Source: an optimization exercise on an open RTL-to-GDS flow (aim: small area). Production flows keep margins and buffers that such runs may drop. The RTL was checked by simulation tests, not by an equivalence proof against the original design. No activity file was given, so power comes from the tool's default toggle rates.

Design cpu, start of the top module:
module cpu(clk,reset,memdata,memread,memwrite,adr,writedata,groundconstant);
==> module cpu, before the edit <==
module cpu(clk,reset,memdata,memread,memwrite,adr,writedata,groundconstant);
input        clk;
input        reset;
input  [7:0] memdata;
input        groundconstant;
output       memread;
output       memwrite;
output [7:0] adr;
output [7:0] writedata;
localparam C_NOP = 3'd0, C_J = 3'd1, C_BEQ = 3'd2, C_SB = 3'd3, C_LB = 3'd4, C_R = 3'd5;
reg  [2:0] ph;       
reg  [1:0] rnd;      
reg  [2:0] cls;      
reg  [5:0] pc;       
reg  [7:0] ar;       
reg  [7:0] wd;       
reg  [2:0] f;        
reg        c;        
reg        z;        
reg  [7:0] rf [1:7];
wire is_j = cls == C_J, is_beq = cls == C_BEQ, is_lb = cls == C_LB, is_r = cls == C_R;
wire last = (cls == C_NOP || is_j) ? (rnd == 2'd0) && !is_j || (rnd == 2'd1) && is_j :
            (is_beq || cls == C_SB) ? (rnd == 2'd2) : (rnd == 2'd3);
wire opc  = last && ph == 3'd7;
wire pcs  = last && (ph < 3'd6);    
wire r0   = rnd == 2'd0 && !last;   
wire       use_ar = rnd == 2'd2 && (is_lb || (cls == C_SB && ph == 3'd0));
reg  [1:0] idx;
always @(*)
  if (last) idx = 2'd0;
  else if (r0 && !is_j) idx = 2'd1;
  else if (rnd == 2'd2 && is_r) idx = 2'd2;
  else idx = 2'd3;
assign adr       = use_ar ? ar : {pc, idx};
assign memwrite  = cls == C_SB && rnd == 2'd2 && ph == 3'd0;
assign memread   = ~memwrite;
assign writedata = wd;
wire [2:0] ra = memdata[7:5];
wire       pa = (ra == 3'd0) ? 1'b0 : rf[ra][0];
wire       pb = (f == 3'd0) ? 1'b0 : rf[f][0];
wire       mb = memdata[ph];
wire [5:0] fn = memdata[5:0];
wire       r2    = is_r && rnd == 2'd1;
wire       f_slt = fn == 6'b101010;
wire       f_sub = fn == 6'b100010 || f_slt;
wire       f_add = fn == 6'b100000;
wire       f_and = fn == 6'b100100;
wire       sub   = r2 && f_sub;
wire       lor   = r2 && !f_sub && !f_add && !f_and;
wire       land  = r2 && f_and;
wire       x  = (is_j || is_beq && rnd == 2'd1) ? 1'b0 : last ? pc[0] : r0 ? pa : ar[0];
wire       y  = last ? ((is_j || is_beq && z) ? ar[0] : 1'b0) :
                r0 ? (is_j ? mb : 1'b0) : is_r ? pb : mb;
wire       yy = y ^ sub;
wire       ci = (ph == 3'd0) ? (sub || last && !is_j) : c;
wire       s  = x ^ yy ^ ci;
wire       co = (x & yy) | (ci & (x ^ yy));
wire       res = land ? (x & y) : lor ? (x | y) : s;
wire       we = rnd == 2'd2 && (is_lb || is_r);
wire [2:0] wa = is_lb ? f : memdata[5:3];
wire       wb = is_lb ? mb : c ? (ph == 3'd0 && ar[7]) : ar[0];
integer i;
always @(posedge clk) begin
  for (i = 1; i < 8; i = i + 1)
    rf[i] <= {(we && wa == i) ? wb : rf[i][0], rf[i][7:1]};
  wd <= {pb, wd[7:1]};
  if (!(is_lb && rnd == 2'd2)) ar <= {res, ar[7:1]};
  if (r2 && ph == 3'd7) c <= f_slt;
  else if (!(is_r && rnd == 2'd2)) c <= co;
  if (r0) f <= memdata[2:0];
  if (is_beq && rnd == 2'd1) z <= (ph == 3'd0 || z) && (ar[0] == pb);
  if (reset) begin
    ph  <= 3'd7;
    rnd <= 2'd0;
    cls <= C_NOP;
    pc  <= 6'd0;
  end else begin
    ph <= ph + 3'd1;
    if (pcs) pc <= {s, pc[5:1]};
    if (opc) begin
      rnd <= 2'd0;
      case (memdata[7:2])
        6'b100000: cls <= C_LB;
        6'b101000: cls <= C_SB;
        6'b000000: cls <= C_R;
        6'b000100: cls <= C_BEQ;
        6'b000010: cls <= C_J;
        default:   cls <= C_NOP;
      endcase
    end else if (ph == 3'd7)
      rnd <= rnd + 2'd1;
  end
end
endmodule
export LEC_CHECK = 0
export CAP_MARGIN = 20
export CORE_MARGIN = 2
export CORE_UTILIZATION = 40
export PLACE_DENSITY = 0.6
export SLEW_MARGIN = 20
create_clock -name core_clock -period 5.0 [get_ports {clk}]
run.sh (not shown) runs the stock make flow with config.mk's settings and CLKGATE_MAP_FILE= SYNTH_SCRIPT=/design/flow/synth_recipe.tcl, a recipe that flattens the netlist after the stock synthesis.
Change:
==> flow/design.v (replaced) <==
`timescale 1ns/10ps
module cpu(clk,reset,memdata,memread,memwrite,adr,writedata,groundconstant);
input        clk;
input        reset;
input  [7:0] memdata;
input        groundconstant;
output       memread;
output       memwrite;
output [7:0] adr;
output [7:0] writedata;
localparam C_NOP = 3'd0, C_J = 3'd1, C_BEQ = 3'd2, C_SB = 3'd3, C_LB = 3'd4, C_R = 3'd5;
reg  [2:0] ph;       
reg  [1:0] rnd;      
reg  [2:0] cls;      
reg  [5:0] pc;       
reg  [7:0] ar;       
reg  [7:0] wd;       
reg  [2:0] f;        
reg        c;        
reg        z;        
reg  [7:0] rf [1:7];
wire last = (cls == C_NOP || cls == C_J) ? (rnd == 2'd0) :
            (cls == C_BEQ || cls == C_SB) ? (rnd == 2'd2) : (rnd == 2'd3);
wire upd  = last && ph == 3'd6;
wire opc  = last && ph == 3'd7;
wire       use_ar = rnd == 2'd2 && (cls == C_LB || (cls == C_SB && ph == 3'd0));
reg  [1:0] idx;
always @(*)
  if (ph == 3'd7 && last) idx = 2'd0;
  else if (rnd == 2'd0 && cls != C_NOP && cls != C_J) idx = 2'd1;
  else if (rnd == 2'd2 && cls == C_R) idx = 2'd2;
  else idx = 2'd3;
assign adr       = use_ar ? ar : {pc, idx};
assign memwrite  = cls == C_SB && rnd == 2'd2 && ph == 3'd0;
assign memread   = ~memwrite;
assign writedata = wd;
wire [2:0] ra = memdata[7:5];
wire       pa = (ra == 3'd0) ? 1'b0 : rf[ra][0];
wire       pb = (f == 3'd0) ? 1'b0 : rf[f][0];
wire       mb = memdata[ph];
wire [5:0] fn = memdata[5:0];
wire       r2    = cls == C_R && rnd == 2'd1;
wire       f_slt = fn == 6'b101010;
wire       f_sub = fn == 6'b100010 || f_slt;
wire       f_add = fn == 6'b100000;
wire       f_and = fn == 6'b100100;
wire       sub   = r2 && f_sub;
wire       lor   = r2 && !f_sub && !f_add && !f_and;
wire       land  = r2 && f_and;
wire       x  = (rnd == 2'd0) ? pa : ar[0];
wire       y  = (rnd == 2'd0) ? 1'b0 : (cls == C_R) ? pb : mb;
wire       yy = y ^ sub;
wire       ci = (ph == 3'd0) ? sub : c;
wire       s  = x ^ yy ^ ci;
wire       co = (x & yy) | (ci & (x ^ yy));
wire       res = land ? (x & y) : lor ? (x | y) : s;
wire       is_lb = cls == C_LB;
wire       we = rnd == 2'd2 && (is_lb || cls == C_R);
wire [2:0] wa = is_lb ? f : memdata[5:3];
wire       wb = is_lb ? mb : z ? (ph == 3'd0 && ar[7]) : ar[0];
wire       taken = (cls == C_BEQ && z) || cls == C_J;
wire [5:0] pcn = ((cls == C_J) ? 6'd0 : pc) + (taken ? memdata[5:0] : 6'd0) + {5'd0, cls != C_J};
integer i;
always @(posedge clk) begin
  for (i = 1; i < 8; i = i + 1)
    rf[i] <= {(we && wa == i) ? wb : rf[i][0], rf[i][7:1]};
  wd <= {pb, wd[7:1]};
  if (!(is_lb && rnd == 2'd2)) ar <= {res, ar[7:1]};
  c <= co;
  if (rnd == 2'd0) f <= memdata[2:0];
  if (r2) z <= f_slt;
  else if (cls == C_BEQ && rnd == 2'd1) z <= (ph == 3'd0 || z) && (ar[0] == pb);
  if (reset) begin
    ph  <= 3'd7;
    rnd <= 2'd0;
    cls <= C_NOP;
    pc  <= 6'd0;
  end else begin
    ph <= ph + 3'd1;
    if (upd) pc <= pcn;
    if (opc) begin
      rnd <= 2'd0;
      case (memdata[7:2])
        6'b100000: cls <= C_LB;
        6'b101000: cls <= C_SB;
        6'b000000: cls <= C_R;
        6'b000100: cls <= C_BEQ;
        6'b000010: cls <= C_J;
        default:   cls <= C_NOP;
      endcase
    end else if (ph == 3'd7)
      rnd <= rnd + 2'd1;
  end
end
endmodule
Effect: The new run passed the timing, design-rule and antenna checks; sequential share of layout area drops by 4.3 points; cell area climbs by a little under a tenth; worst hold slack improves by 0.0030 ns; worst setup slack improves by 0.19 ns; clock-buffer cell count stays the same; first-iteration DRC count drops by a few percent; die area climbs by roughly a tenth; sequential cell count is unchanged; clock power drops by a few percent; total power climbs slightly; routed wire length climbs by about a fifth.

-- what the ideal ports hide --
No port has a modelled driver above. Below, the same layouts with a new extraction and two added sets of constraints.
Step 1 (the two cells are an assumption about what drives the block):
set clk [get_ports {clk}]
set_driving_cell -lib_cell sky130_fd_sc_hd__clkbuf_16 $clk
set_driving_cell -lib_cell sky130_fd_sc_hd__buf_2 [delete_from_list [all_inputs] $clk]
Step 2 adds t to the input delays and takes it off the output delays; t is the mean of the earliest and latest rising clock arrival at the registers after step 1. Input paths then give back, and output paths get back, about the clock's delay inside the block.
Three values: ideal ports, drivers, drivers and shift; two values: the first two.
run | shift t [ns] | setup WS [ns] | worst setup path at the end | worst register clock-pin slew, ns
the first run | 0.386 | 0.989 / 0.959 / 1.103 | input to register | 0.09 / 0.09
the second run | 0.385 | 1.175 / 1.145 / 0.961 | input to register | 0.10 / 0.10
After both steps setup and hold are still met in every run listed. For the second run, which loses most, drivers alone change the setup slack by -0.030 ns; drivers and shift together by -0.214 ns.
